Source: an optimization exercise on an open RTL-to-GDS flow (aim: small area). Production flows keep margins and buffers that such runs may drop. Only simulation tests tie the RTL to the original design; equivalence was not proved. Power figures rest on the tool's default switching activity, not on a simulated workload.

==> design/flow/design.v <==
module zigbee_cordic_dec(input wire [4:0] ibb, input wire [4:0] qbb, output wire [3:0] d);
  wire n_new_n100;
  wire n_new_n101;
  wire n_new_n102;
  wire n_new_n103;
  wire n_new_n104;
  wire n_new_n105;
  wire n_new_n106;
  wire n_new_n107;
  wire n_new_n108;
  wire n_new_n109;
  wire n_new_n110;
  wire n_new_n111;
  wire n_new_n112;
  wire n_new_n113;
  wire n_new_n114;
  wire n_new_n115;
  wire n_new_n116;
  wire n_new_n117;
  wire n_new_n118;
  wire n_new_n119;
  wire n_new_n120;
  wire n_new_n121;
  wire n_new_n122;
  wire n_new_n123;
  wire n_new_n124;
  wire n_new_n125;
  wire n_new_n126;
  wire n_new_n127;
  wire n_new_n128;
  wire n_new_n129;
  wire n_new_n130;
  wire n_new_n131;
  wire n_new_n132;
  wire n_new_n133;
  wire n_new_n134;
  wire n_new_n135;
  wire n_new_n136;
  wire n_new_n137;
  wire n_new_n138;
  wire n_new_n139;
  wire n_new_n140;
  wire n_new_n141;
  wire n_new_n142;
  wire n_new_n143;
  wire n_new_n144;
  wire n_new_n145;
  wire n_new_n146;
  wire n_new_n147;
  wire n_new_n148;
  wire n_new_n149;
  wire n_new_n15;
  wire n_new_n150;
  wire n_new_n151;
  wire n_new_n152;
  wire n_new_n153;
  wire n_new_n154;
  wire n_new_n155;
  wire n_new_n156;
  wire n_new_n157;
  wire n_new_n158;
  wire n_new_n159;
  wire n_new_n16;
  wire n_new_n160;
  wire n_new_n161;
  wire n_new_n162;
  wire n_new_n163;
  wire n_new_n164;
  wire n_new_n165;
  wire n_new_n166;
  wire n_new_n167;
  wire n_new_n168;
  wire n_new_n169;
  wire n_new_n17;
  wire n_new_n170;
  wire n_new_n171;
  wire n_new_n172;
  wire n_new_n173;
  wire n_new_n174;
  wire n_new_n175;
  wire n_new_n176;
  wire n_new_n177;
  wire n_new_n178;
  wire n_new_n179;
  wire n_new_n18;
  wire n_new_n180;
  wire n_new_n181;
  wire n_new_n182;
  wire n_new_n183;
  wire n_new_n184;
  wire n_new_n185;
  wire n_new_n186;
  wire n_new_n187;
  wire n_new_n188;
  wire n_new_n189;
  wire n_new_n19;
  wire n_new_n190;
  wire n_new_n191;
  wire n_new_n192;
  wire n_new_n193;
  wire n_new_n194;
  wire n_new_n195;
  wire n_new_n196;
  wire n_new_n197;
  wire n_new_n198;
  wire n_new_n199;
  wire n_new_n20;
  wire n_new_n200;
  wire n_new_n201;
  wire n_new_n202;
  wire n_new_n203;
  wire n_new_n204;
  wire n_new_n205;
  wire n_new_n206;
  wire n_new_n207;
  wire n_new_n208;
  wire n_new_n209;
  wire n_new_n21;
  wire n_new_n210;
  wire n_new_n211;
  wire n_new_n212;
  wire n_new_n214;
  wire n_new_n215;
  wire n_new_n216;
  wire n_new_n217;
  wire n_new_n218;
  wire n_new_n219;
  wire n_new_n22;
  wire n_new_n220;
  wire n_new_n23;
  wire n_new_n24;
  wire n_new_n25;
  wire n_new_n26;
  wire n_new_n27;
  wire n_new_n28;
  wire n_new_n29;
  wire n_new_n30;
  wire n_new_n31;
  wire n_new_n32;
  wire n_new_n33;
  wire n_new_n34;
  wire n_new_n35;
  wire n_new_n37;
  wire n_new_n38;
  wire n_new_n39;
  wire n_new_n40;
  wire n_new_n41;
  wire n_new_n42;
  wire n_new_n43;
  wire n_new_n44;
  wire n_new_n45;
  wire n_new_n46;
  wire n_new_n47;
  wire n_new_n48;
  wire n_new_n49;
  wire n_new_n50;
  wire n_new_n51;
  wire n_new_n52;
  wire n_new_n53;
  wire n_new_n54;
  wire n_new_n55;
  wire n_new_n56;
  wire n_new_n57;
  wire n_new_n58;
  wire n_new_n59;
  wire n_new_n60;
  wire n_new_n61;
  wire n_new_n62;
  wire n_new_n63;
  wire n_new_n64;
  wire n_new_n65;
  wire n_new_n66;
  wire n_new_n67;
  wire n_new_n68;
  wire n_new_n69;
  wire n_new_n70;
  wire n_new_n71;
  wire n_new_n72;
  wire n_new_n73;
  wire n_new_n74;
  wire n_new_n75;
  wire n_new_n76;
  wire n_new_n77;
  wire n_new_n78;
  wire n_new_n79;
  wire n_new_n80;
  wire n_new_n81;
  wire n_new_n82;
  wire n_new_n83;
  wire n_new_n84;
  wire n_new_n85;
  wire n_new_n86;
  wire n_new_n87;
  wire n_new_n88;
  wire n_new_n89;
  wire n_new_n91;
  wire n_new_n92;
  wire n_new_n93;
  wire n_new_n94;
  wire n_new_n95;
  wire n_new_n96;
  wire n_new_n97;
  wire n_new_n98;
  wire n_new_n99;
  assign n_new_n15 = (ibb[0] & qbb[0]);
  assign n_new_n16 = (ibb[4] & qbb[0]);
  assign n_new_n17 = (qbb[1] & ~n_new_n16);
  assign n_new_n18 = (~qbb[1] & n_new_n16);
  assign n_new_n19 = (~n_new_n17 & ~n_new_n18);
  assign n_new_n20 = (ibb[0] & ibb[4]);
  assign n_new_n21 = (ibb[1] & ~n_new_n20);
  assign n_new_n22 = (~ibb[1] & n_new_n20);
  assign n_new_n23 = (~n_new_n21 & ~n_new_n22);
  assign n_new_n24 = (n_new_n19 & ~n_new_n23);
  assign n_new_n25 = (~n_new_n19 & n_new_n23);
  assign n_new_n26 = (~n_new_n24 & ~n_new_n25);
  assign n_new_n27 = (n_new_n15 & ~n_new_n26);
  assign n_new_n28 = (~n_new_n15 & n_new_n26);
  assign n_new_n29 = (~n_new_n27 & ~n_new_n28);
  assign n_new_n30 = (~ibb[4] & qbb[4]);
  assign n_new_n31 = (~qbb[0] & ~qbb[1]);
  assign n_new_n32 = (~qbb[2] & n_new_n31);
  assign n_new_n33 = (~qbb[3] & n_new_n32);
  assign n_new_n34 = (ibb[4] & ~qbb[4]);
  assign n_new_n35 = (~n_new_n33 & n_new_n34);
  assign d[3] = (~n_new_n30 & ~n_new_n35);
  assign n_new_n37 = (ibb[0] & d[3]);
  assign n_new_n38 = (~n_new_n29 & ~n_new_n37);
  assign n_new_n39 = (n_new_n29 & n_new_n37);
  assign n_new_n40 = (~n_new_n38 & ~n_new_n39);
  assign n_new_n41 = (qbb[4] & n_new_n33);
  assign n_new_n42 = (d[3] & ~n_new_n41);
  assign n_new_n43 = (~ibb[0] & ~ibb[1]);
  assign n_new_n44 = (~ibb[2] & n_new_n43);
  assign n_new_n45 = (ibb[4] & ~n_new_n44);
  assign n_new_n46 = (ibb[3] & n_new_n45);
  assign n_new_n47 = (~ibb[3] & ~n_new_n45);
  assign n_new_n48 = (~n_new_n46 & ~n_new_n47);
  assign n_new_n49 = (ibb[4] & ~n_new_n32);
  assign n_new_n50 = (qbb[3] & n_new_n49);
  assign n_new_n51 = (~qbb[3] & ~n_new_n49);
  assign n_new_n52 = (~n_new_n50 & ~n_new_n51);
  assign n_new_n53 = (~n_new_n48 & n_new_n52);
  assign n_new_n54 = (ibb[4] & ~n_new_n31);
  assign n_new_n55 = (qbb[2] & n_new_n54);
  assign n_new_n56 = (~qbb[2] & ~n_new_n54);
  assign n_new_n57 = (~n_new_n55 & ~n_new_n56);
  assign n_new_n58 = (ibb[4] & ~n_new_n43);
  assign n_new_n59 = (ibb[2] & n_new_n58);
  assign n_new_n60 = (~ibb[2] & ~n_new_n58);
  assign n_new_n61 = (~n_new_n59 & ~n_new_n60);
  assign n_new_n62 = (n_new_n57 & ~n_new_n61);
  assign n_new_n63 = (~n_new_n57 & n_new_n61);
  assign n_new_n64 = (~n_new_n62 & ~n_new_n63);
  assign n_new_n65 = (ibb[0] & n_new_n28);
  assign n_new_n66 = (~n_new_n24 & ~n_new_n65);
  assign n_new_n67 = (n_new_n64 & n_new_n66);
  assign n_new_n68 = (~n_new_n62 & ~n_new_n67);
  assign n_new_n69 = (~n_new_n53 & n_new_n68);
  assign n_new_n70 = (n_new_n48 & ~n_new_n52);
  assign n_new_n71 = (~ibb[3] & ibb[4]);
  assign n_new_n72 = (n_new_n44 & n_new_n71);
  assign n_new_n73 = (n_new_n42 & n_new_n72);
  assign n_new_n74 = (~n_new_n42 & ~n_new_n72);
  assign n_new_n75 = (~n_new_n73 & ~n_new_n74);
  assign n_new_n76 = (~n_new_n70 & n_new_n75);
  assign n_new_n77 = (~n_new_n69 & n_new_n76);
  assign n_new_n78 = (n_new_n42 & ~n_new_n77);
  assign n_new_n79 = (~n_new_n48 & ~n_new_n52);
  assign n_new_n80 = (n_new_n48 & n_new_n52);
  assign n_new_n81 = (~n_new_n19 & ~n_new_n23);
  assign n_new_n82 = (~n_new_n27 & ~n_new_n81);
  assign n_new_n83 = (~n_new_n64 & n_new_n82);
  assign n_new_n84 = (~n_new_n57 & ~n_new_n61);
  assign n_new_n85 = (~n_new_n83 & ~n_new_n84);
  assign n_new_n86 = (~n_new_n80 & ~n_new_n85);
  assign n_new_n87 = (~n_new_n79 & ~n_new_n86);
  assign n_new_n88 = (~d[3] & ~n_new_n72);
  assign n_new_n89 = (~n_new_n87 & n_new_n88);
  assign d[2] = (~n_new_n78 & ~n_new_n89);
  assign n_new_n91 = (qbb[0] & ~d[3]);
  assign n_new_n92 = (~n_new_n29 & ~n_new_n91);
  assign n_new_n93 = (n_new_n29 & n_new_n91);
  assign n_new_n94 = (~n_new_n92 & ~n_new_n93);
  assign n_new_n95 = (d[2] & n_new_n94);
  assign n_new_n96 = (n_new_n64 & ~n_new_n82);
  assign n_new_n97 = (~n_new_n83 & ~n_new_n96);
  assign n_new_n98 = (d[3] & ~n_new_n97);
  assign n_new_n99 = (qbb[0] & n_new_n28);
  assign n_new_n100 = (~n_new_n25 & ~n_new_n99);
  assign n_new_n101 = (~n_new_n64 & ~n_new_n100);
  assign n_new_n102 = (n_new_n64 & n_new_n100);
  assign n_new_n103 = (~d[3] & ~n_new_n102);
  assign n_new_n104 = (~n_new_n101 & n_new_n103);
  assign n_new_n105 = (~n_new_n98 & ~n_new_n104);
  assign n_new_n106 = (~n_new_n95 & ~n_new_n105);
  assign n_new_n107 = (n_new_n95 & n_new_n105);
  assign n_new_n108 = (~n_new_n106 & ~n_new_n107);
  assign n_new_n109 = (~n_new_n40 & n_new_n108);
  assign n_new_n110 = (~ibb[0] & ~qbb[0]);
  assign n_new_n111 = (~n_new_n15 & ~n_new_n110);
  assign n_new_n112 = (n_new_n94 & n_new_n111);
  assign n_new_n113 = (n_new_n40 & ~n_new_n108);
  assign n_new_n114 = (~n_new_n109 & ~n_new_n113);
  assign n_new_n115 = (~n_new_n112 & n_new_n114);
  assign n_new_n116 = (~n_new_n109 & ~n_new_n115);
  assign n_new_n117 = (~n_new_n53 & ~n_new_n70);
  assign n_new_n118 = (~n_new_n63 & ~n_new_n102);
  assign n_new_n119 = (~d[3] & n_new_n118);
  assign n_new_n120 = (d[3] & n_new_n85);
  assign n_new_n121 = (~n_new_n119 & ~n_new_n120);
  assign n_new_n122 = (~n_new_n117 & n_new_n121);
  assign n_new_n123 = (n_new_n117 & ~n_new_n121);
  assign n_new_n124 = (~n_new_n122 & ~n_new_n123);
  assign n_new_n125 = (~n_new_n94 & n_new_n105);
  assign n_new_n126 = (d[2] & ~n_new_n125);
  assign n_new_n127 = (n_new_n124 & ~n_new_n126);
  assign n_new_n128 = (~n_new_n124 & n_new_n126);
  assign n_new_n129 = (~n_new_n127 & ~n_new_n128);
  assign n_new_n130 = (~d[3] & ~n_new_n97);
  assign n_new_n131 = (~n_new_n64 & ~n_new_n66);
  assign n_new_n132 = (d[3] & ~n_new_n67);
  assign n_new_n133 = (~n_new_n131 & n_new_n132);
  assign n_new_n134 = (~n_new_n130 & ~n_new_n133);
  assign n_new_n135 = (n_new_n129 & ~n_new_n134);
  assign n_new_n136 = (~n_new_n129 & n_new_n134);
  assign n_new_n137 = (~n_new_n135 & ~n_new_n136);
  assign n_new_n138 = (n_new_n116 & n_new_n137);
  assign n_new_n139 = (~n_new_n116 & ~n_new_n137);
  assign n_new_n140 = (~n_new_n138 & ~n_new_n139);
  assign n_new_n141 = (~n_new_n40 & n_new_n134);
  assign n_new_n142 = (d[2] & ~n_new_n141);
  assign n_new_n143 = (~d[3] & n_new_n85);
  assign n_new_n144 = (d[3] & n_new_n68);
  assign n_new_n145 = (~n_new_n143 & ~n_new_n144);
  assign n_new_n146 = (~n_new_n117 & n_new_n145);
  assign n_new_n147 = (n_new_n117 & ~n_new_n145);
  assign n_new_n148 = (~n_new_n146 & ~n_new_n147);
  assign n_new_n149 = (n_new_n142 & n_new_n148);
  assign n_new_n150 = (~n_new_n142 & ~n_new_n148);
  assign n_new_n151 = (~n_new_n149 & ~n_new_n150);
  assign n_new_n152 = (~n_new_n105 & n_new_n151);
  assign n_new_n153 = (n_new_n40 & ~n_new_n134);
  assign n_new_n154 = (d[2] & ~n_new_n153);
  assign n_new_n155 = (~d[2] & ~n_new_n134);
  assign n_new_n156 = (~n_new_n94 & ~n_new_n111);
  assign n_new_n157 = (~n_new_n155 & ~n_new_n156);
  assign n_new_n158 = (~n_new_n154 & n_new_n157);
  assign n_new_n159 = (n_new_n94 & ~n_new_n110);
  assign n_new_n160 = (~n_new_n141 & ~n_new_n159);
  assign n_new_n161 = (~n_new_n158 & n_new_n160);
  assign n_new_n162 = (n_new_n105 & ~n_new_n151);
  assign n_new_n163 = (~n_new_n152 & ~n_new_n162);
  assign n_new_n164 = (~n_new_n161 & n_new_n163);
  assign n_new_n165 = (~n_new_n152 & ~n_new_n164);
  assign n_new_n166 = (n_new_n141 & n_new_n148);
  assign n_new_n167 = (~n_new_n165 & ~n_new_n166);
  assign n_new_n168 = (~n_new_n124 & n_new_n167);
  assign n_new_n169 = (~n_new_n70 & n_new_n118);
  assign n_new_n170 = (~d[3] & ~n_new_n53);
  assign n_new_n171 = (~n_new_n169 & n_new_n170);
  assign n_new_n172 = (d[3] & ~n_new_n87);
  assign n_new_n173 = (~n_new_n171 & ~n_new_n172);
  assign n_new_n174 = (n_new_n75 & n_new_n173);
  assign n_new_n175 = (~n_new_n75 & ~n_new_n173);
  assign n_new_n176 = (~n_new_n174 & ~n_new_n175);
  assign n_new_n177 = (~n_new_n168 & n_new_n176);
  assign n_new_n178 = (n_new_n168 & ~n_new_n176);
  assign n_new_n179 = (~n_new_n177 & ~n_new_n178);
  assign n_new_n180 = (n_new_n140 & n_new_n179);
  assign n_new_n181 = (~n_new_n135 & ~n_new_n138);
  assign n_new_n182 = (d[2] & ~n_new_n127);
  assign n_new_n183 = (n_new_n176 & ~n_new_n182);
  assign n_new_n184 = (~n_new_n176 & n_new_n182);
  assign n_new_n185 = (~n_new_n183 & ~n_new_n184);
  assign n_new_n186 = (n_new_n148 & ~n_new_n185);
  assign n_new_n187 = (~n_new_n148 & n_new_n185);
  assign n_new_n188 = (~n_new_n186 & ~n_new_n187);
  assign n_new_n189 = (n_new_n181 & ~n_new_n188);
  assign n_new_n190 = (~n_new_n181 & n_new_n188);
  assign n_new_n191 = (~n_new_n189 & ~n_new_n190);
  assign n_new_n192 = (~n_new_n140 & ~n_new_n191);
  assign n_new_n193 = (~n_new_n180 & ~n_new_n192);
  assign n_new_n194 = (~n_new_n140 & n_new_n179);
  assign n_new_n195 = (n_new_n124 & ~n_new_n167);
  assign n_new_n196 = (~n_new_n168 & ~n_new_n195);
  assign n_new_n197 = (n_new_n161 & ~n_new_n163);
  assign n_new_n198 = (~n_new_n164 & ~n_new_n197);
  assign n_new_n199 = (~n_new_n156 & n_new_n198);
  assign n_new_n200 = (n_new_n115 & n_new_n199);
  assign n_new_n201 = (n_new_n198 & ~n_new_n200);
  assign n_new_n202 = (n_new_n196 & n_new_n201);
  assign n_new_n203 = (~n_new_n112 & ~n_new_n199);
  assign n_new_n204 = (~n_new_n114 & ~n_new_n203);
  assign n_new_n205 = (~n_new_n115 & ~n_new_n204);
  assign n_new_n206 = (~n_new_n196 & ~n_new_n201);
  assign n_new_n207 = (n_new_n205 & ~n_new_n206);
  assign n_new_n208 = (~n_new_n202 & ~n_new_n207);
  assign n_new_n209 = (~n_new_n194 & n_new_n208);
  assign n_new_n210 = (~n_new_n193 & ~n_new_n209);
  assign n_new_n211 = (d[2] & n_new_n183);
  assign n_new_n212 = (~n_new_n187 & ~n_new_n211);
  assign d[1] = ~((~n_new_n190 & n_new_n212));
  assign n_new_n214 = (~n_new_n210 & d[1]);
  assign n_new_n215 = (n_new_n196 & ~n_new_n205);
  assign n_new_n216 = (~n_new_n180 & ~n_new_n200);
  assign n_new_n217 = (~n_new_n215 & n_new_n216);
  assign n_new_n218 = (~n_new_n140 & ~n_new_n179);
  assign n_new_n219 = (n_new_n191 & ~n_new_n218);
  assign n_new_n220 = (~n_new_n217 & n_new_n219);
  assign d[0] = ~((~n_new_n214 & ~n_new_n220));
endmodule
module zigbee_cordic_top (
	input  wire       reset_n,
	input  wire       clk,
	input  wire [4:0] ibb,
	input  wire [4:0] qbb,
	input  wire       iValid,
	output wire [4:0] wout,
	output wire       oValid
	);
	wire [3:0] d;
	zigbee_cordic_dec i_dec (.ibb(ibb), .qbb(qbb), .d(d));
	reg [4:0] dec_s0, dec_s1, dec_s2;
	reg v_s0, v_s1, v_s2;
	always @(posedge clk) begin
		dec_s0 <= {ibb[4], d};
		dec_s1 <= dec_s0;
		dec_s2 <= dec_s1;
	end
	always @(posedge clk, negedge reset_n) begin
		if (!reset_n) begin
			v_s0 <= 0;
			v_s1 <= 0;
			v_s2 <= 0;
		end else begin
			v_s0 <= iValid;
			v_s1 <= v_s0;
			v_s2 <= v_s1;
		end
	end
	assign wout = {~(dec_s2[4] ^ dec_s2[3]), ~dec_s2[3], dec_s2[2:0]};
	assign oValid = v_s2;
endmodule
module bit_recovery(
	input  logic       clk,
	input  logic       resetn,
	input  logic [4:0] phase,
	input  logic       ph_valid,
	output logic       data_bits
	);
	logic [4:0] phase_q, phase_diff;
	logic v1, v2, overflow, enable, bit_new;
	assign enable = v1 & ~v2;
	assign phase_diff = phase - phase_q;
	assign overflow = (phase[4] ^ phase_q[4]) ? 1'b0 : (phase_diff[4] ^ phase[4]);
	assign bit_new = overflow ? data_bits : ~phase_diff[4];
	always_ff @(posedge clk, negedge resetn) begin
		if (~resetn) begin
			v1 <= 0;
			v2 <= 0;
			phase_q <= 0;
			data_bits <= 0;
		end else begin
			v1 <= ph_valid;
			v2 <= v1;
			if (enable) begin
				phase_q <= phase;
				data_bits <= bit_new;
			end
		end
	end
endmodule
module cdr(
	input  logic clk,
	input  logic resetn_i,
	input  logic data_i,
	output logic data_en_o,
	output logic take_o
	);
	logic fall_q;
	logic T_w, E_w;
	logic q1, q2, q3, q4;
	logic [4:0] count;
	logic [4:0] cycles;
	logic en_rise_w, en_fall_w;
	assign T_w = q1 ^ q2;
	assign E_w = q2 ^ q4;
	assign cycles = ~T_w ? 5'd24 : (E_w ? 5'd25 : 5'd23);
	assign en_rise_w = count == 12;
	assign en_fall_w = count == cycles;
	assign take_o = fall_q;
	always_ff @(posedge clk, negedge resetn_i) begin
		if (~resetn_i) begin
			q1 <= 0;
			q2 <= 0;
			q3 <= 0;
			q4 <= 0;
			fall_q <= 0;
			count <= 24;
			data_en_o <= 0;
		end else begin
			if (en_rise_w) begin
				q1 <= data_i;
				q2 <= q1;
				q4 <= q3;
			end
			if (en_fall_w) begin
				q3 <= data_i;
				count <= 0;
			end else
				count <= count + 1;
			fall_q <= en_fall_w;
			data_en_o <= fall_q;
		end
	end
endmodule
module bit_recovery_CDR(
	input  logic       clk,
	input  logic       resetn,
	input  logic [4:0] phase_i,
	input  logic       ph_valid_i,
	output logic       data_en_o,
	output logic       take_o,
	output logic       data_w
	);
	bit_recovery i_bit_recovery(
		.clk(clk), .resetn(resetn), .phase(phase_i), .ph_valid(ph_valid_i), .data_bits(data_w));
	cdr i_cdr(
		.clk(clk), .resetn_i(resetn), .data_i(data_w), .data_en_o(data_en_o), .take_o(take_o));
endmodule
module fifo_rx (
	input  logic       clk,
	input  logic       reset_n,
	input  logic       en_cdr,
	input  logic       take,
	input  logic       data_in,
	input  logic       psel,
	input  logic       pwrite,
	input  logic       penable,
	output logic       pslverr,
	output logic [7:0] prdata,
	output logic       bit_o
	);
	logic [7:0] ring [0:3][0:15];
	logic [7:0] head [0:3];
	logic [8:0] sr;
	logic [2:0] i;
	logic [5:0] wr_ptr, rd_ptr, rd_next;
	logic last_wr;
	logic [3:0] x0, x1;
	logic pending;
	logic full, empty, wr_en, rd_en, adv, byp;
	logic [7:0] stg;
	logic [3:0] ins;
	assign empty = (wr_ptr == rd_ptr) && !last_wr;
	assign full = (wr_ptr == rd_ptr) && last_wr;
	assign pslverr = empty;
	assign wr_en = en_cdr && (i == 1);
	assign bit_o = sr[8];
	assign rd_en = psel && penable && !pwrite && !empty;
	assign adv = rd_en || (full && wr_en);
	assign rd_next = rd_ptr + 6'd4 + adv;
	assign stg = sr[7:0];
	assign byp = pending && (rd_ptr + 6'd1 == wr_ptr);
	always_comb begin
		for (integer b = 0; b < 4; b++)
			ins[b] = pending && (wr_ptr == 6'(61 + b));
	end
	assign x0 = rd_next[5:2];
	assign x1 = rd_next[5:2] + 4'd1;
	always_ff @(posedge clk)
		if (take)
			sr[0] <= sr[1];
	always_ff @(posedge clk) begin
		for (integer b = 0; b < 4; b++) begin
			logic [3:0] x;
			logic [7:0] d0;
			d0 = ins[b] ? stg : ring[b][15];
			ring[b][0] <= d0;
			for (integer k = 1; k < 16; k++)
				ring[b][k] <= ring[b][k-1];
			x = (b < rd_next[1:0]) ? x1 : x0;
			if (x[1:0] == 0) begin
				case (x[3:2])
					2'd0: head[b] <= d0;
					2'd1: head[b] <= ring[b][3];
					2'd2: head[b] <= ring[b][7];
					default: head[b] <= ring[b][11];
				endcase
			end
		end
	end
	always_ff @(posedge clk, negedge reset_n) begin
		if (~reset_n) begin
			sr[8:1] <= 0;
			i <= 0;
			wr_ptr <= 0;
			rd_ptr <= 0;
			last_wr <= 0;
			pending <= 0;
			prdata <= 0;
		end else begin
			if (take) begin
				sr[8:1] <= {data_in, sr[8:2]};
				i <= i + 1;
			end
			wr_ptr <= wr_ptr + 6'd4 + wr_en;
			rd_ptr <= rd_next;
			if (wr_en)
				last_wr <= 1;
			else if (adv)
				last_wr <= 0;
			if (wr_en)
				pending <= 1;
			else if (|ins)
				pending <= 0;
			if (rd_en)
				prdata <= byp ? stg : head[rd_ptr[1:0]];
			else
				prdata <= 0;
		end
	end
endmodule
module zigbee_rx_back (
  input  logic       clk_i,
  input  logic       resetn_i,
  input  logic [4:0] ibb_i,
  input  logic [4:0] qbb_i,
  input  logic       iq_valid_i,
  input  logic       psel_i,
  input  logic       penable_i,
  input  logic       pwrite_i,
  output logic [7:0] prdata_o,
  output logic       pslverr_o,
  output logic       bit_o,
  output logic       bit_en_o
);
  logic [4:0] cordic_phase;
  logic       cordic_valid;
  logic       cdr_bit;
  logic       cdr_take;
  logic       cdr_valid;
  zigbee_cordic_top i_cordic (
    .reset_n(resetn_i), .clk(clk_i), .ibb(ibb_i), .qbb(qbb_i), .iValid(iq_valid_i),
    .wout(cordic_phase), .oValid(cordic_valid));
  bit_recovery_CDR i_cdr (
    .clk(clk_i), .resetn(resetn_i), .phase_i(cordic_phase), .ph_valid_i(cordic_valid),
    .data_en_o(cdr_valid), .take_o(cdr_take), .data_w(cdr_bit));
  fifo_rx i_fifo_rx (
    .clk(clk_i), .reset_n(resetn_i), .en_cdr(cdr_valid), .take(cdr_take), .data_in(cdr_bit),
    .psel(psel_i), .pwrite(pwrite_i), .penable(penable_i),
    .pslverr(pslverr_o), .prdata(prdata_o), .bit_o(bit_o));
  assign bit_en_o = cdr_valid;
endmodule
==> design/flow/flow/run.sh <==
#!/bin/bash
# Layout flow: the standard flow (standard.sh) for every step, with these
# changes in how the layout is made:
#  - synthesis maps the logic with an area-oriented ABC script (abc_area.script
#    here, in place of ORFS's) and leaves adders to ABC (no ADDER_MAP_FILE);
#    the rest of synthesis is ORFS's, unchanged, so the registers are the
#    standard synthesis's;
#  - port buffers are sky130_fd_sc_hd__buf_1 (every port still gets one);
#  - clock tree synthesis leaves out dummy loads and uses clkbuf_8 buffers with
#    small sink clusters.
# Each step's full output goes to a log file in the work folder.
set -euo pipefail
WORK=$(pwd)
cp -r "$FLOW_HOME/scripts" "$WORK/scripts_own"
cp "$WORK/flow/abc_area.script" "$WORK/scripts_own/abc_area.script"
SCRIPTS_DIR="$WORK/scripts_own" ADDER_MAP_FILE= bash standard.sh synth > "$WORK/log_synth.txt" 2>&1
export BUFFER_PORTS_ARGS="-buffer_cell sky130_fd_sc_hd__buf_1"
export CTS_ARGS="-sink_clustering_enable -repair_clock_nets -dont_use_dummy_load -sink_clustering_size 10 -sink_clustering_max_diameter 30 -buf_list sky130_fd_sc_hd__clkbuf_4"
bash standard.sh finish > "$WORK/log_layout.txt" 2>&1
==> design/flow/flow/abc_area.script <==
strash
dch
map -a
mfs2 -a
strash
&get -n
&dch
&nf -R 1000
&put
topo
==> design/flow/standard.sh <==
#!/bin/bash
# synth_recipe.tcl (not shown) runs the flow's synth.tcl, then flattens the netlist and writes it again
# the make line also repeats each setting of config.mk as NAME=value (left out here)
make -C /OpenROAD-flow-scripts/flow DESIGN_CONFIG=/design/flow/config.mk WORK_HOME=/design/flow/orfs CLKGATE_MAP_FILE= SYNTH_SCRIPT=/design/flow/synth_recipe.tcl "${@:-finish}"
==> design/flow/config.mk <==
export PLATFORM = sky130hd
export DESIGN_NAME = zigbee_rx_back
export DESIGN_NICKNAME = zigbee_rx_back
export VERILOG_FILES = /design/flow/design.v
export SDC_FILE = /design/flow/constraint.sdc
export NUM_CORES = 4
export LEC_CHECK = 0
export ABC_AREA = 1
export CAP_MARGIN = 20
export CORE_MARGIN = 2
export CORE_UTILIZATION = 65
export PLACE_DENSITY = 0.75
export SLEW_MARGIN = 20
==> design/flow/constraint.sdc <==
create_clock -name core_clock -period 10.0 [get_ports {clk_i}]
set_input_delay 2.0000 -clock core_clock [delete_from_list [all_inputs] [get_ports {clk_i}]]
set_output_delay 2.0000 -clock core_clock [all_outputs]
set_load 0.01 [all_outputs]
==> results of run 1 <==
## routing by layer
metal / share of wire (%) / vias to the layer above
li1: - / 3994
met1: 47 / 3893
met2: 43 / 270
met3: 6.5 / 59
met4: 2.8 / 0
met5: 0 / -
## Yosys cell counts (4+ instances only)
cell      number  share of area [%]
nand3_1       11               0.35
mux2_1        16                1.1
xor2_1        26                1.4
nor3_1         4               0.13
and2_0         9               0.36
xnor2_1       27                1.5
dfrtp_1       53                8.4
nand2_1      139                3.3
a21o_1         9               0.43
clkinv_1      21               0.50
a21oi_1       32                1.0
edfxtp_1      33                6.3
nor2_1        36               0.85
or2_0          4               0.16
o21ai_0       55                1.7
a31oi_1        6               0.24
nor2b_1       10               0.40
a222oi_1      39                2.5
nand2b_1       9               0.36
dfxtp_1      527                 67
## worst reg2reg max path, stage by stage (launching register included)
cell and delay [ps]:
dfrtp_1 460, xnor2_1 270, nand3_1 140, nor4b_1 680
nor2b_1 260, or3_1 370, nand2_1 190, nand2_1 180
a21boi_0 210, xnor2_1 200, clkinv_1 180, and2_0 510
clkinv_1 130, o21ai_0 460, o21ai_0 280, and2_0 380
a222oi_1 380, nand2_1 80
## stage by stage
step,setup slack [ps],std cells,utilization (%)
after global routing,3860,1546,70.5
after floorplan,4400,1108,-
after CTS,4440,1544,70.4
final,4350,1546,70.5
after global placement,3860,1461,67.8
after detailed placement,3710,1461,67.8
## report_power, final
| group | leakage, nW | internal, W | switching [W] |
|---|---|---|---|
| registers | 5.26 | 0.00267 | 0.000141 |
| clock network | 0.382 | 0.000382 | 0.000687 |
| logic | 1.14 | 0.000289 | 0.000667 |
| total | 6.79 | 0.00334 | 0.00150 |
## area by class of cell
type / instances / area, µm²
Antenna cell: 2 / 5.00
Clock buffer: 83 / 623
Sequential cell: 615 / 12900
Fill cell: 1700 / 7120
Timing Repair Buffer: 29 / 121
Multi-Input combinational cell: 472 / 2830
Tap cell: 324 / 405
Inverter: 21 / 78.8
## layout by cell type (no fill, tap or decap), drive strengths merged, types with 3 or more instances in the layout
master and count:
dfxtp 527, nand2 139, clkbuf 84, o21ai 55
dfrtp 53, a222oi 39, nor2 36, edfxtp 33
a21oi 32, buf 28, xnor2 27, xor2 26
clkinv 21, mux2 16, nand3 11, nor2b 10
nand2b 9, a21o 9, and2 9, a31oi 6
nor3 4, or2 4, o211ai 3, and3 3
nor4 3, maj3 3, a21boi 3
## logic make-up (layout without fill, tap and decap cells)
logic type                 after synthesis  in the layout  synth area share [%]
AOI/OAI and AO/OA                      164            164                  7.08
xor gates and xnor gates                53             53                  2.93
adders and majority gates                3              3                 0.190
buffers and inverters                   21            133                 0.498
DFF                                    615            615                  81.6
muxes                                   18             18                  1.26
other                                    0              2                     0
and+or+nand+nor                        234            234                  6.40
## path summary, 6_finish.rpt
path	endpoint	start	slack (ps)	cells after the start
hold / removal	i_fifo_rx.ring[53][6]	i_fifo_rx.ring[52][6]	240	0
hold reg to reg	i_fifo_rx.ring[53][6]	i_fifo_rx.ring[52][6]	240	0
setup reg to reg	i_fifo_rx.head[2][6]	i_fifo_rx.wr_ptr[3]	4420	17
setup / recovery	i_cordic.dec_s0[0]	qbb_i[0]	4350	18
min in group asynchronous	i_cordic.v_s2	resetn_i	1450	2
max in group asynchronous	i_cdr.i_cdr.count[2]	resetn_i	8040	2
## flip-flops by register name, summed over array words and instances (netlist names), 3 cells and up
name,cells
i_fifo_rx.ring,512
i_fifo_rx.head,32
i_fifo_rx.prdata,8
i_cdr.i_cdr.count,5
i_fifo_rx.sr,9
i_fifo_rx.wr_ptr,6
i_cdr.i_bit_recovery.phase_q,5
i_cordic.dec_s1,5
i_fifo_rx.rd_ptr,6
i_cordic.dec_s0,5
i_fifo_rx.i,3
i_cordic.dec_s2,5
==> metrics.md, run 1 <==
| Metric | Value |
|---|---|
| Seq/Total Area, Yosys | `around four fifths` |
| Critical Path Max Stage Delay | `~690 ps` |
| # DRC | `0` |
| Area after DPL | `~16000 µm²` |
| Top cell family by delay on the critical path | `simple AND/OR/NAND/NOR gates` |
| DR vias | `8216` |
| Cells along the critical path | `buf_1 -> nor4_1 -> nor2_1 -> mux2i_1 -> nand2_1 -> xor2_1 -> a31oi_1 -> a21oi_1 -> nor2_1 -> o21ai_0 -> nand3_1 -> maj3_1 -> a21boi_0 -> and2_0 -> xor2_1 -> mux2_1 -> o21ai_0 -> nand2_1` |
| DIE WIDTH | `160 µm` |
| Synth Area per Inst | `roughly 14 µm²` |
| Worst Hold Slack | `roughly 240 ps` |
| HPWL after DPL | `around 17000 µm` |
| CTS tree | `done` |
| Critical path required time | `10560 ps` |
| Final hold viol count | `0` |
| Clock Sinks | `approximately 620` |
| GR met1 Demand/Resource | `a little over 30%` |
| Share of cells above drive strength 1 | `7.38%` |
| Grt met2 use | `30.7%` |
| Largest net degree at the start of global routing | `56` |
| Period utilization | `56.5%` |
| Setup TNS Final | `0 ps` |
| GRT Util Overall | `21.0%` |
| Post-synth EDFFs | `33` |
| Min Tclk post-route | `5650 ps` |
| Syn Nets | `between 1000 and 1500` |
| Skew-Pair Late Insertion Delay | `730 ps` |
| Layout Cell Area excl Fill | `approximately 17000 µm²` |
| Flops & latches, synth | `a little over 600` |
| Crit path kind | `in2reg` |
| Avg WL per Cell | `~17 µm` |
| Routed WL | `between 20000 and 30000 µm` |
| Achievable frequency | `177 MHz` |
| Ys flop type | `dfxtp_1` |
| Synthesized netlist cell count | `between 1000 and 1500` |
| Global-route wire length before repair | `41700 µm` |
| Arrival @ worst endpoint | `between 6000 and 7000 ps` |
| Post-CTS Hold Fix Bufs | `0` |
| Outcome | `timing/DRC/antenna clean` |
| Clock Tree Root | `clkbuf_4` |
| Total power | `a little under 0.005 W` |
| Post-CTS setup buffer count | `0` |
| Io pins | `27` |
| Initial antenna violation count | `2` |
| Die Y | `160 µm` |
| H-tree lvl count | `3` |
| Router iterations before antenna repair | `7` |
| Slowest CP cell | `mux2i_1` |
| Starting DRT DRC Count | `approximately 800` |
| Clock skew after layout | `114 ps` |
| Maximum VDD drop | `about 0.00018 V` |
| Via density | `~5.3` |
| CTS resizes | `0` |
| Cell Area, Synth | `~16000 µm²` |
| CTS Buffer Depth | `3` |
| Post-synth cell types | `between 40 and 50` |
| PortBufs | `26` |
| Slew headroom | `41.3%` |
| Global route hottest layer | `met1` |
| Final Max Tran Viols | `0` |
| Critical Path Source Type | `input pin` |
| Area grow syn2layout | `7.33%` |
| Layout Nets | `about 1200` |
| Core footprint | `24100 µm²` |
| Pleak | `slightly below 7 nW` |
| Vias in the first global route | `8085` |
| Setup violators final | `0` |
| Max-cap viol count | `0` |
| Worst-path clk slew | `about 90 ps` |
| Buffers plus inverters on the worst setup path | `1` |
| Worst-margin pin slew | `approximately 860 ps` |
| Synth warn | `6` |
| Die Area | `about 26000 µm²` |
| Post-synth ARST share | `8.94%` |
| RSZ-0062 raised after global routing | `false` |
| CP Max Fanout | `14` |
| PwrDens | `roughly 280 nW/µm²` |
| Std-Cell Rows | `57` |
| Routability congestion estimate | `a little under 0.9` |
| GRT overflow | `0` |
| GR Layer Usage met3 | `4.52%` |
| Initial Util | `around two thirds` |
| Worst Setup End Kind | `flip-flop` |
| Hold Path Class | `reg2reg` |
| Cts bufs inserted | `83` |
| Routed Antenna Nets | `0` |
==> run 2, diff against run 1 <==
--- a/design/flow/flow/run.sh
+++ b/design/flow/flow/run.sh
@@ -15,5 +15,5 @@
 cp "$WORK/flow/abc_area.script" "$WORK/scripts_own/abc_area.script"
 SCRIPTS_DIR="$WORK/scripts_own" ADDER_MAP_FILE= bash standard.sh synth > "$WORK/log_synth.txt" 2>&1
 export BUFFER_PORTS_ARGS="-buffer_cell sky130_fd_sc_hd__buf_1"
-export CTS_ARGS="-sink_clustering_enable -repair_clock_nets -dont_use_dummy_load -sink_clustering_size 10 -sink_clustering_max_diameter 30 -buf_list sky130_fd_sc_hd__clkbuf_4"
+export CTS_ARGS="-sink_clustering_enable -repair_clock_nets -dont_use_dummy_load -sink_clustering_size 16 -sink_clustering_max_diameter 50 -buf_list sky130_fd_sc_hd__clkbuf_8"
 bash standard.sh finish > "$WORK/log_layout.txt" 2>&1
==> run 2 against run 1 <==
Still clean. Global-route usage fell by 0.31 points. Setup slack got worse by 81 ps. First-iteration DRC count fell by 3.2%. Via count fell by 2.3%. Non-clock buffer count did not move. Critical endpoint unchanged.
==> metrics.md, run 2 <==
| Metric | Value |
|---|---|
| Outcome | `timing/DRC/antenna clean` |
| Initial Util | `65.7% (unchanged)` |
| CTS Buffer Depth | `3 (unchanged)` |
| Share of cells above drive strength 1 | `4.56% (-2.8 points)` |
| Post-synth cell types | `46 (unchanged)` |
| Reg power frac | `57.9% (-0.2 points)` |
| Worst-margin pin slew | `857 ps (+0.806 ps)` |
| Starting DRT DRC Count | `775 (-3.2%)` |
| Std-Cell Rows | `57 (unchanged)` |
| Cell Area, Synth | `15800 µm² (unchanged)` |
| Reg-to-Reg Start | `i_fifo_rx.wr_ptr[3]` |
| Maximum VDD drop | `0.000187 V (+5.4%)` |
| Placed cells | `1461 (unchanged)` |
| Clock skew after layout | `61.3 ps (-52.7 ps)` |
| RSZ-0062 raised after global routing | `false` |
| Global-route wire length before repair | `41400 µm (-0.68%)` |
| Switching share of power | `30.4% (-0.55 points)` |
| Critical Path Max Stage Delay | `690 ps (about the same)` |
| Crit path kind | `in2reg` |
| Post-synth EDFFs | `33 (unchanged)` |
| Most common cell after layout, fill and taps aside | `dfxtp_1` |
| DIE WIDTH | `160 µm (unchanged)` |
| DR vias | `8026 (-2.3%)` |
| Core footprint | `24100 µm² (unchanged)` |
| CP Max Fanout | `14 (unchanged)` |
| Worst-path clk slew | `70 ps (-20 ps)` |
| Layout Nets | `1202 (-2.9%)` |
| Buffers plus inverters on the worst setup path | `1 (unchanged)` |
| Logic gate share of total power | `19.6% (-0.2 points)` |
| Vias in the first global route | `7833 (-3.1%)` |
| Router iterations before antenna repair | `8 (+1)` |
| Arrival @ worst endpoint | `6180 ps (-20 ps)` |
| Io pins | `27 (unchanged)` |
| Routed Antenna Nets | `0 (unchanged)` |
| Final hold viol count | `0 (unchanged)` |
| Critical path required time | `10450 ps (-110 ps)` |
| Routed WL | `25900 µm (-0.72%)` |
| HPWL after DPL | `16800 µm (unchanged)` |
| CP Capture Point | `i_cordic.dec_s0[0]` |
| Largest area contributor in the netlist | `dfxtp_1` |
| Seq/Total Area, Yosys | `81.6% (unchanged)` |
| Path depth of the worst reg2reg path | `17 (unchanged)` |
| PwrDens | `285 nW/µm² (+0.24%)` |
| # DRC | `0 (unchanged)` |
| Clk pwr share | `22.5% (+0.4 points)` |
| Commonest non-fill, non-tap cells in the layout | `dfxtp_1 (527), nand2_1 (139), o21ai_0 (55)` |
| H-tree lvl count | `2 (-1)` |
| Finished Layout Cells | `1508 (-2.5%)` |
| Ranking of synthesized cells by area | `dfxtp_1 (67%), dfrtp_1 (8.4%), edfxtp_1 (6.3%)` |
| GRT Util Overall | `20.7% (-0.31 points)` |
| Ys flop type | `dfxtp_1` |
| PortBufs | `26 (unchanged)` |
| Cells along the critical path | `buf_1 -> nor4_1 -> nor2_1 -> mux2i_1 -> nand2_1 -> xor2_1 -> a31oi_1 -> a21oi_1 -> nor2_1 -> o21ai_0 -> nand3_1 -> maj3_1 -> a21boi_0 -> and2_0 -> xor2_1 -> mux2_1 -> o21ai_0 -> nand2_1` |
| Synthesized netlist cell count | `1108 (unchanged)` |
| CTS tree | `done` |
| Skew-Pair Late Insertion Delay | `570 ps (-160 ps)` |
| Pleak | `6.74 nW (-0.65%)` |
| Largest Register | `i_fifo_rx.ring` |
| Int Power | `0.00338 W (+1.1%)` |
| CTS resizes | `0 (unchanged)` |
| Min Tclk post-route | `5730 ps (+80.5 ps)` |
| Top-count cell post-synth | `dfxtp_1` |
| Worst Setup End Kind | `flip-flop` |
| Final Max Tran Viols | `0 (unchanged)` |
| Clock Sinks | `615 (unchanged)` |
| Clock Tree Root | `clkbuf_8` |
| Post-CTS Hold Fix Bufs | `0 (unchanged)` |
| Flops & latches, synth | `615 (unchanged)` |
| Top flop regs | `i_fifo_rx.ring: 512 flops, i_fifo_rx.head: 32 flops, i_fifo_rx.sr: 9 flops` |
| Post-synth ARST share | `8.94% (unchanged)` |
| Routability congestion estimate | `0.866 (unchanged)` |
| Largest net degree at the start of global routing | `56 (unchanged)` |
| Crit. path cell count | `18 (unchanged)` |
| Hold Path Class | `reg2reg` |
| Largest register FFs | `512 (unchanged)` |
| Critical Path Source Type | `input pin` |
| Setup TNS Final | `0 ps (unchanged)` |
| CP startpoint | `qbb_i[0]` |
| GRT overflow | `0 (unchanged)` |
| Via density | `5.32 (+0.15%)` |
| Avg WL per Cell | `17.2 µm (+1.8%)` |
| Ant. Diodes | `0 (-2)` |
| Die Y | `160 µm (unchanged)` |
| Max-cap viol count | `0 (unchanged)` |
| Cts bufs inserted | `47 (-43%)` |
| Initial antenna violation count | `0 (-2)` |
| Setup violators final | `0 (unchanged)` |
| Top-area cell type share of the netlist area | `66.7% (unchanged)` |
| Top post-synthesis cells by count | `dfxtp_1 (527), nand2_1 (139), o21ai_0 (55)` |
| Synth Area per Inst | `14.3 µm² (unchanged)` |
| Slew headroom | `41.2% (-0.055 points)` |
| Achievable frequency | `175 MHz (-1.4%)` |
| Area grow syn2layout | `7.45%` |
| Die Area | `25600 µm² (unchanged)` |
| Top cell family by delay on the critical path | `simple AND/OR/NAND/NOR gates` |
| Synth warn | `6 (unchanged)` |
| Post-CTS setup buffer count | `0 (unchanged)` |
| R2R Path End | `i_fifo_rx.head[2][6]` |
| Slowest CP cell | `mux2i_1` |
| Syn Nets | `1124 (unchanged)` |
| Period utilization | `57.3% (+0.81 points)` |
| Worst reg2reg setup slack | `4350 ps (-70 ps)` |
| Switching pwr | `0.00147 W (-1.4%)` |
## run 2: kinds of logic (layout without fill, tap and decap cells)
| logic type | count (synthesis) | in the layout | share of synthesized area (%) |
|---|---|---|---|
| xor+xnor | 53 | 53 | 2.93 |
| fa+ha+maj | 3 | 3 | 0.190 |
| mux | 18 | 18 | 1.26 |
| buf+inv | 21 | 97 | 0.498 |
| compound gates | 164 | 164 | 7.08 |
| flops | 615 | 615 | 81.6 |
| simple gates | 234 | 234 | 6.40 |
## run 2: layer usage
| layer | global-route usage, % | vias to the layer above | part of all wire (%) | wire [µm] |
|---|---|---|---|---|
| met4 | 7.41 | 0 | 2.7 | 704 |
| met5 | 0 | - | 0 | 0 |
| met2 | 30.8 | 255 | 44 | 11300 |
| li1 | - | 3884 | - | - |
| met1 | 31.0 | 3837 | 47 | 12200 |
| met3 | 3.56 | 50 | 6.6 | 1730 |
## run 2: worst min path at each step
stage	start	end	slack [ps]	cells past startpoint
2_1_floorplan	i_cordic.dec_s0[0]	i_cordic.dec_s1[0]	310	0
3_3_place_gp	i_fifo_rx.ring[17][2]	i_fifo_rx.ring[18][2]	310	0
3_5_place_dp	i_fifo_rx.ring[6][3]	i_fifo_rx.ring[7][3]	310	0
4_1_cts	i_cordic.dec_s0[3]	i_cordic.dec_s1[3]	280	0
5_1_grt	i_cordic.dec_s0[3]	i_cordic.dec_s1[3]	270	0
6_report	i_cordic.dec_s0[3]	i_cordic.dec_s1[3]	280	0
## run 2: final cells by class
class / instances / area, µm²
fillers: 1702 / 7100
clock buffers: 47 / 647
repair buffers: 29 / 121
flip-flops and latches: 615 / 12900
inverters: 21 / 78.8
multi-input cells: 472 / 2830
well taps: 324 / 405
## run 2: stage by stage
step | total power, W | instance area [µm²] | utilization, % | worst slack (ps) | hold slack (ps)
after floorplan | 0.00348 | 15800 | - | 4400 | 310
after global placement | 0.00377 | 16400 | 67.8 | 3860 | 310
after detailed placement | 0.00380 | 16400 | 67.8 | 3710 | 312
after CTS | 0.00488 | 17000 | 70.5 | 4310 | 277
after global routing | 0.00509 | 17000 | 70.5 | 3800 | 272
final | 0.00485 | 17000 | 70.5 | 4270 | 280
## run 2: worst register-to-register path, stage by stage, from the launching register on
cell      delay, ps
dfrtp_1         470
xnor2_1         270
nand3_1         140
nor4b_1         720
nor2b_1         260
or3_1           380
nand2_1         200
nand2_1         180
a21boi_0        200
xnor2_1         200
clkinv_1        180
and2_0          520
clkinv_1        130
o21ai_0         470
o21ai_0         280
and2_0          380
a222oi_1        360
nand2_1          80
## run 2: power by group through the flow
stage / clock [W] / sequential [W] / combinational, W
3_5_place_dp: 0 / 0.00286 / 0.000944
5_1_grt: 0.00122 / 0.00283 / 0.00105
6_report: 0.00109 / 0.00281 / 0.000951
2_1_floorplan: 0 / 0.00281 / 0.000668
4_1_cts: 0.00113 / 0.00281 / 0.000948
3_3_place_gp: 0 / 0.00286 / 0.000913
==> run 3, diff against run 2 <==
--- a/design/flow/config.mk
+++ b/design/flow/config.mk
@@ -8,6 +8,6 @@
 export ABC_AREA = 1
 export CAP_MARGIN = 20
 export CORE_MARGIN = 2
-export CORE_UTILIZATION = 65
-export PLACE_DENSITY = 0.75
+export CORE_UTILIZATION = 50
+export PLACE_DENSITY = 0.6
 export SLEW_MARGIN = 20
==> run 3 against run 2 <==
Synthesized cell count unchanged. Sequential cell count unchanged. Non-clock buffer count grew 1. First-iteration DRC count is 3.7% lower. Area after synthesis unchanged. Clock skew is 3.3 ps higher. Routed wire length is 0.20% higher. Via count shrank 2.2%. Global-route usage decreased by 4.9 points. Die area rose by 29%.
==> metrics.md, run 3 <==
| Metric | Value |
|---|---|
| Routed Antenna Nets | `0 (unchanged)` |
| Core footprint | `31400 µm² (+30%)` |
| Seq/Total Area, Yosys | `81.6% (unchanged)` |
| DIE WIDTH | `182 µm (+14%)` |
| Achievable frequency | `174 MHz (-0.37%)` |
| Largest net degree at the start of global routing | `56 (unchanged)` |
| Cell Area, Synth | `15800 µm² (unchanged)` |
| Top flop regs | `i_fifo_rx.ring: 512 flops, i_fifo_rx.head: 32 flops, i_fifo_rx.sr: 9 flops` |
| CTS resizes | `0 (unchanged)` |
| Largest register FFs | `512 (unchanged)` |
| Fill cell count | `2589 (+52%)` |
| Worst Setup End Kind | `flip-flop` |
| Worst reg2reg setup slack | `4590 ps (+240 ps)` |
| R2R Path End | `i_fifo_rx.head[2][7]` |
| Syn Nets | `1124 (unchanged)` |
| CTS tree | `done` |
| Clock skew after layout | `64.6 ps (+3.25 ps)` |
| Clock Sinks | `615 (unchanged)` |
| Place WS | `3670 ps (-47.3 ps)` |
| Path depth of the worst reg2reg path | `18 (+1)` |
| DR vias | `7847 (-2.2%)` |
| Router iterations before antenna repair | `8 (unchanged)` |
| # DRC | `0 (unchanged)` |
| Largest area contributor in the netlist | `dfxtp_1` |
| Register area | `12900 µm² (unchanged)` |
| Die Y | `182 µm (+14%)` |
| Hold Path Class | `reg2reg` |
| Cts bufs inserted | `47 (unchanged)` |
| Arrival @ worst endpoint | `6180 ps (about the same)` |
| Synthesized netlist cell count | `1108 (unchanged)` |
| Routability congestion estimate | `0.887 (+2.5%)` |
| RSZ-0062 raised after global routing | `false` |
| Worst-path clk slew | `90 ps (+20 ps)` |
| Routed WL | `26000 µm (+0.20%)` |
| Global-route wire length before repair | `40300 µm (-2.7%)` |
| Skew-Pair Late Insertion Delay | `590 ps (+20 ps)` |
| Setup TNS Final | `0 ps (unchanged)` |
| Post-synth ARST share | `8.94% (unchanged)` |
| Clock Tree Root | `clkbuf_8` |
| Largest Register | `i_fifo_rx.ring` |
| Reg-to-Reg Start | `i_fifo_rx.rd_ptr[2]` |
| Die Area | `33100 µm² (+29%)` |
| HPWL after DPL | `17000 µm (+1.4%)` |
| Hold path cells | `0 (unchanged)` |
| Min Tclk post-route | `5750 ps (+21.3 ps)` |
| Synth warn | `6 (unchanged)` |
| PwrDens | `286 nW/µm² (+0.11%)` |
| Top-area cell type share of the netlist area | `66.7% (unchanged)` |
| Setup violators final | `0 (unchanged)` |
| CP Max Fanout | `14 (unchanged)` |
| Ys flop type | `dfxtp_1` |
| Worst Hold End | `i_fifo_rx.ring[49][1]` |
| Outcome | `timing/DRC/antenna clean` |
| Synth Area per Inst | `14.3 µm² (unchanged)` |
| GRT Util Overall | `15.8% (-4.9 points)` |
| Critical Path Source Type | `input pin` |
| Post-CTS Hold Fix Bufs | `0 (unchanged)` |
| Worst-margin pin slew | `904 ps (+46.7 ps)` |
| Std-Cell Rows | `65 (+14%)` |
| Post-CTS setup buffer count | `0 (unchanged)` |
| Initial antenna violation count | `0 (unchanged)` |
| Footprint of the multi-input gates | `2830 µm² (-0.18%)` |
| Flops & latches, synth | `615 (unchanged)` |
| Slew headroom | `38.0% (-3.2 points)` |
| Period utilization | `57.5% (+0.21 points)` |
| Io pins | `27 (unchanged)` |
| CTS Buffer Depth | `3 (unchanged)` |
| Commonest non-fill, non-tap cells in the layout | `dfxtp_1 (527), nand2_1 (139), o21ai_0 (55)` |
| Vias in the first global route | `7375 (-5.8%)` |
| Share of cells above drive strength 1 | `4.56% (about the same)` |
| Final Max Tran Viols | `0 (unchanged)` |
| Final worst slack | `4250 ps (-21.3 ps)` |
| Post-layout util | `54.5% (-16 points)` |
| Initial Util | `50.4% (-15 points)` |
| Starting DRT DRC Count | `746 (-3.7%)` |
| GRT overflow | `0 (unchanged)` |
| Max-cap viol count | `0 (unchanged)` |
| Final hold viol count | `0 (unchanged)` |
| Top-count cell post-synth | `dfxtp_1` |
| Ant. Diodes | `0 (unchanged)` |
| Post-synth cell types | `46 (unchanged)` |
| Via density | `4.94 (-7.1%)` |
| Top post-synthesis cells by count | `dfxtp_1 (527), nand2_1 (139), o21ai_0 (55)` |
| Avg WL per Cell | `16.4 µm (-4.8%)` |
| Layout Nets | `1203 (+0.083%)` |
| H-tree lvl count | `2 (unchanged)` |
| PortBufs | `26 (unchanged)` |
| Ranking of synthesized cells by area | `dfxtp_1 (67%), dfrtp_1 (8.4%), edfxtp_1 (6.3%)` |
| Post-synth EDFFs | `33 (unchanged)` |
| Area grow syn2layout | `8.08%` |
| Maximum VDD drop | `0.000140 V (-25%)` |
| Most common cell after layout, fill and taps aside | `dfxtp_1` |
| Crit path kind | `in2reg` |
| Critical path required time | `10430 ps (-20 ps)` |
| Pleak | `6.74 nW (about the same)` |
| Hold Path Origin | `i_fifo_rx.ring[48][1]` |
-- run 3: cell counts after synthesis --
Identical to the previous run, type by type.
-- run 3: layer usage --
layer	part of all wire [%]	wire, µm	global-route usage [%]	up-vias
li1	-	-	-	3891
met1	50	13000	23.4	3714
met2	42	10900	23.0	180
met3	5.2	1350	3.23	62
met4	2.9	756	5.84	0
met5	0	0	0	-
-- run 3: where the power goes --
part           internal (W)  switching (W)  leakage [nW]
clock              0.000421       0.000680         0.338
sequential          0.00267       0.000141          5.26
combinational      0.000292       0.000684          1.15
-- run 3: worst max path at each step --
stage | endpoint | cells past startpoint | startpoint | slack, ps
after floorplan | i_cordic.dec_s0[0] | 17 | qbb_i[2] | 4400
after global placement | i_cordic.dec_s0[0] | 18 | qbb_i[0] | 3840
after detailed placement | i_cordic.dec_s0[0] | 18 | qbb_i[0] | 3670
after CTS | i_cordic.dec_s0[0] | 18 | qbb_i[0] | 4260
after global routing | i_cordic.dec_s0[0] | 18 | qbb_i[0] | 3710
final | i_cordic.dec_s0[0] | 18 | qbb_i[0] | 4250
-- run 3: cell families after synthesis --
logic type	count (synthesis)	synth area share [%]
AO/OA/AOI/OAI	164	7.08
XOR/XNOR	53	2.93
adder cells (fa/ha/maj)	3	0.190
buffers and inverters	21	0.498
flip-flops	615	81.6
multiplexers	18	1.26
AND/OR/NAND/NOR	234	6.40
-- run 3: area by class of cell --
| class | instances | area share (%) |
|---|---|---|
| tap | 402 | 2.94 |
| inverter | 21 | 0.461 |
| timing repair buffer | 30 | 0.753 |
| multi-input combinational | 472 | 16.5 |
| clock buffer | 47 | 3.78 |
| sequential | 615 | 75.5 |
-- run 3: worst max-delay path, stage by stage --
cell and delay (ps):
buf_1 180, nor4_1 370, nor2_1 70, mux2i_1 720, nand2_1 190, xor2_1 250
a31oi_1 110, a21oi_1 390, nand2_1 120, xor2_1 240, clkinv_1 100, maj3_1 340
a21boi_0 140, and2_0 230, xor2_1 180, mux2_1 300, o21ai_0 180, nand2_1 60
-- run 3: metrics by stage --
stage,std cells,power [W],hold slack (ps),cell area [µm²]
after floorplan,1108,0.00348,310,15800
after global placement,1540,0.00382,310,16500
after detailed placement,1540,0.00384,312,16500
after CTS,1587,0.00493,280,17100
after global routing,1587,0.00514,282,17100
final,1587,0.00489,273,17100
==> run 4, diff against run 3 <==
--- a/design/flow/config.mk
+++ b/design/flow/config.mk
@@ -8,6 +8,6 @@
 export ABC_AREA = 1
 export CAP_MARGIN = 20
 export CORE_MARGIN = 2
-export CORE_UTILIZATION = 50
-export PLACE_DENSITY = 0.6
+export CORE_UTILIZATION = 75
+export PLACE_DENSITY = 0.88
 export SLEW_MARGIN = 20
==> run 4 against run 3 <==
Via count increased by 9.9%. Clock-buffer cell count decreased by 3. Non-clock buffer count decreased by 2. Still clean on timing, DRC and antenna. Largest power group unchanged. Maximum frequency decreased by 14%. Cell area decreased by 1.2%. Worst hold slack improved by 39 ps. Area after synthesis unchanged. Clock skew decreased by 17 ps. Combinational power increased by 5%. Die area decreased by 33%.
==> metrics.md, run 4 <==
| Metric | Value |
|---|---|
| Outcome | `timing/DRC/antenna clean` |
| Initial Util | `75.8% (+25 points)` |
| H-tree lvl count | `2 (unchanged)` |
| Synth Area per Inst | `14.3 µm² (unchanged)` |
| Clock Tree Root | `clkbuf_8` |
| Vias in the first global route | `8834 (+20%)` |
| Area grow syn2layout | `6.75%` |
| HPWL after DPL | `20400 µm (+20%)` |
| PwrDens | `291 nW/µm² (+2.0%)` |
| # DRC | `0 (unchanged)` |
| Min Tclk post-route | `6660 ps (+914 ps)` |
| GRT Util Overall | `29.5% (+14 points)` |
| Cells along the critical path | `buf_1 -> nand2_1 -> xnor2_1 -> and2_0 -> nor2_1 -> and3_1 -> o311ai_0 -> o21ai_0 -> or2_0 -> nand2_1 -> xor2_1 -> clkinv_1 -> maj3_1 -> a21boi_0 -> and2_0 -> xor2_1 -> mux2_1 -> o21ai_0 -> nand2_1` |
| Worst Setup End Kind | `flip-flop` |
| Final Max Tran Viols | `0 (unchanged)` |
| Int Power | `0.00335 W (-0.92%)` |
| Hold Path Class | `reg2reg` |
| Largest Register | `i_fifo_rx.ring` |
| Period utilization | `66.6% (+9.1 points)` |
| Flops & latches, synth | `615 (unchanged)` |
| Top flop regs | `i_fifo_rx.ring: 512 flops, i_fifo_rx.head: 32 flops, i_fifo_rx.sr: 9 flops` |
| Setup TNS Final | `0 ps (unchanged)` |
| Final hold viol count | `0 (unchanged)` |
| Reg-to-Reg Start | `i_fifo_rx.rd_ptr[3]` |
| DIE WIDTH | `149 µm (-18%)` |
| Maximum VDD drop | `0.000215 V (+54%)` |
| Largest area contributor in the netlist | `dfxtp_1` |
| Skew-Pair Late Insertion Delay | `580 ps (about the same)` |
| Commonest non-fill, non-tap cells in the layout | `dfxtp_1 (527), nand2_1 (139), o21ai_0 (54)` |
| Die Y | `149 µm (-18%)` |
| Syn Nets | `1124 (unchanged)` |
| Top cell family by delay on the critical path | `simple AND/OR/NAND/NOR gates` |
| Max-cap viol count | `0 (unchanged)` |
| GRT overflow | `0 (unchanged)` |
| Switching share of power | `31.9% (+1.1 points)` |
| Global-route wire length before repair | `49000 µm (+22%)` |
| Place WS | `3230 ps (-440 ps)` |
| Std-Cell Rows | `53 (-18%)` |
| Layout Nets | `1198 (-0.42%)` |
| Most used cell, CP | `nand2_1` |
| Slowest CP cell | `o311ai_0` |
| Avg WL per Cell | `21.9 µm (+34%)` |
| Buffers plus inverters on the worst setup path | `2 (unchanged)` |
| PortBufs | `26 (unchanged)` |
| Critical Path Source Type | `input pin` |
| Achievable frequency | `150 MHz (-14%)` |
| Critical Path Max Stage Delay | `490 ps (-230 ps)` |
| Path depth of the worst reg2reg path | `17 (-1)` |
| Seq/Total Area, Yosys | `81.6% (unchanged)` |
| Post-synth EDFFs | `33 (unchanged)` |
| Crit path kind | `in2reg` |
| Ys flop type | `dfxtp_1` |
| Initial antenna violation count | `0 (unchanged)` |
| Routability congestion estimate | `0.950 (+7.0%)` |
| Largest net degree at the start of global routing | `46 (-18%)` |
| Top-area cell type share of the netlist area | `66.7% (unchanged)` |
| Slew headroom | `24.9% (-13 points)` |
| Die Area | `22300 µm² (-33%)` |
| Ranking of synthesized cells by area | `dfxtp_1 (67%), dfrtp_1 (8.4%), edfxtp_1 (6.3%)` |
| Via density | `5.93 (+20%)` |
| CP Max Fanout | `9 (-5)` |
| Setup violators final | `0 (unchanged)` |
| Worst-margin pin slew | `1090 ps (+191 ps)` |
| Clock Sinks | `615 (unchanged)` |
| Cell Area, Synth | `15800 µm² (unchanged)` |
| Most common cell after layout, fill and taps aside | `dfxtp_1` |
| Switching pwr | `0.00157 W (+4.4%)` |
| Largest register FFs | `512 (unchanged)` |
| DR vias | `8625 (+9.9%)` |
| Worst-path clk slew | `100 ps (about the same)` |
| Top post-synthesis cells by count | `dfxtp_1 (527), nand2_1 (139), o21ai_0 (55)` |
| CTS Buffer Depth | `3 (unchanged)` |
| R2R Path End | `i_fifo_rx.head[2][3]` |
| Clock skew after layout | `47.6 ps (-16.9 ps)` |
| RSZ-0062 raised after global routing | `false` |
| Reg power frac | `57.3% (-0.2 points)` |
| Worst reg2reg setup slack | `3840 ps (-750 ps)` |
| Hold Path Origin | `i_fifo_rx.ring[60][5]` |
| Post-CTS Hold Fix Bufs | `0 (unchanged)` |
| Synth warn | `6 (unchanged)` |
| Io pins | `27 (unchanged)` |
| Worst Hold End | `i_fifo_rx.ring[61][5]` |
| Arrival @ worst endpoint | `7140 ps (+960 ps)` |
| Ant. Diodes | `0 (unchanged)` |
| CTS resizes | `0 (unchanged)` |
| Clk pwr share | `22.0% (-0.5 points)` |
| Synthesized netlist cell count | `1108 (unchanged)` |
| Hold path cells | `0 (unchanged)` |
| Post-CTS setup buffer count | `0 (unchanged)` |
| Final worst slack | `3340 ps (-914 ps)` |
| Pleak | `6.71 nW (-0.45%)` |
| Critical path required time | `10480 ps (+50 ps)` |
| Post-synth ARST share | `8.94% (unchanged)` |
| Logic gate share of total power | `20.7% (+0.7 points)` |
| Cts bufs inserted | `44 (-6.4%)` |
| Share of cells above drive strength 1 | `4.24% (-0.32 points)` |
| Core footprint | `20900 µm² (-33%)` |
| CTS tree | `done` |
| Top-count cell post-synth | `dfxtp_1` |
| Router iterations before antenna repair | `7 (-1)` |
| Starting DRT DRC Count | `1075 (+44%)` |
| Routed Antenna Nets | `0 (unchanged)` |
| Routed WL | `31800 µm (+22%)` |
| Post-synth cell types | `46 (unchanged)` |
==> run 4: kinds of logic after synthesis <==
group	synth area share [%]
flip-flops	81.6
AND/OR/NAND/NOR	6.40
AO/OA/AOI/OAI	7.08
XOR/XNOR	2.93
buffers and inverters	0.498
multiplexers	1.26
adder cells (fa/ha/maj)	0.190
==> run 4: worst max path at each step <==
stage	start	end	cells after the start
finish	ibb_i[4]	i_cordic.dec_s0[0]	19
global route	ibb_i[4]	i_cordic.dec_s0[0]	19
CTS	ibb_i[4]	i_cordic.dec_s0[0]	19
detailed placement	qbb_i[0]	i_cordic.dec_s0[0]	19
global placement	qbb_i[0]	i_cordic.dec_s0[0]	18
floorplan	qbb_i[2]	i_cordic.dec_s0[0]	17
==> run 4: area by class of cell <==
cell class / count / area [µm²]
clock buffers: 44 / 606
repair buffers: 28 / 114
flip-flops and latches: 615 / 12900
multi-input cells: 472 / 2830
well taps: 275 / 344
fillers: 988 / 3990
inverters: 21 / 78.8
==> run 4: routing by layer <==
metal | global-route usage (%) | up-vias | wire, µm
met5 | 0 | - | 0
met4 | 13.5 | 0 | 1410
met3 | 5.44 | 121 | 2390
met2 | 47.8 | 491 | 15100
met1 | 39.2 | 4139 | 12900
li1 | - | 3874 | -
==> run 4: per-stage QoR <==
step / utilization, % / hold WS [ps] / instances / area (µm²) / power, W
6_report: 80.9 / 312 / 1455 / 16900 / 0.00492
3_5_place_dp: 78.0 / 312 / 1411 / 16300 / 0.00383
2_1_floorplan: - / 310 / 1108 / 15800 / 0.00348
3_3_place_gp: 78.0 / 309 / 1411 / 16300 / 0.00373
5_1_grt: 80.9 / 312 / 1455 / 16900 / 0.00509
4_1_cts: 80.9 / 313 / 1455 / 16900 / 0.00489
==> run 4: worst reg2reg max path, cell delays in order (launching register included) <==
cell and delay, ps:
dfrtp_1 460, xnor2_1 330, nand3_1 170, nor4b_1 780
nor2b_1 250, or3_1 400, nand2_1 210, nand2_1 180
a21boi_0 210, xnor2_1 320, clkinv_1 330, and2_0 470
clkinv_1 100, o21ai_0 210, o21ai_0 540, nor2_1 300
a222oi_1 470, nand2_1 160
==> run 4: power groups by stage <==
stage / logic [W] / clock network, W / registers [W]
floorplan: 0.000668 / 0 / 0.00281
global placement: 0.000875 / 0 / 0.00286
detailed placement: 0.000970 / 0 / 0.00286
CTS: 0.000985 / 0.00109 / 0.00281
global route: 0.00109 / 0.00117 / 0.00283
finish: 0.00102 / 0.00108 / 0.00282

## static timing again, ports no longer ideal
The flow's constraints put no driver on any port. The routed layouts listed below were extracted and timed again, unchanged, in two steps.
Step 1 assumes that a clkbuf_16 drives the clock port and a buf_2 every other input.
Step 2 also shifts input and output timing later by t, the mid clock arrival at the registers, as if the neighbouring blocks saw the same clock.
Three values: ideal, step 1, step 2; two values: the first two.
run	shift t [ns]	setup WS [ns]	slew at the worst register clock pin (ns)	pins driven straight from the clock port
run 1	0.725	4.352 / 4.379 / 3.654	0.11 / 0.11	1
run 2	0.593	4.272 / 4.299 / 3.706	0.09 / 0.09	1
run 3	0.603	4.251 / 4.275 / 3.673	0.10 / 0.10	1
run 4	0.601	3.337 / 3.360 / 2.758	0.10 / 0.10	1
After both steps every run listed still meets setup and hold. For run 1, which loses most, drivers alone change the setup slack by +0.027 ns; drivers and shift together by -0.698 ns.
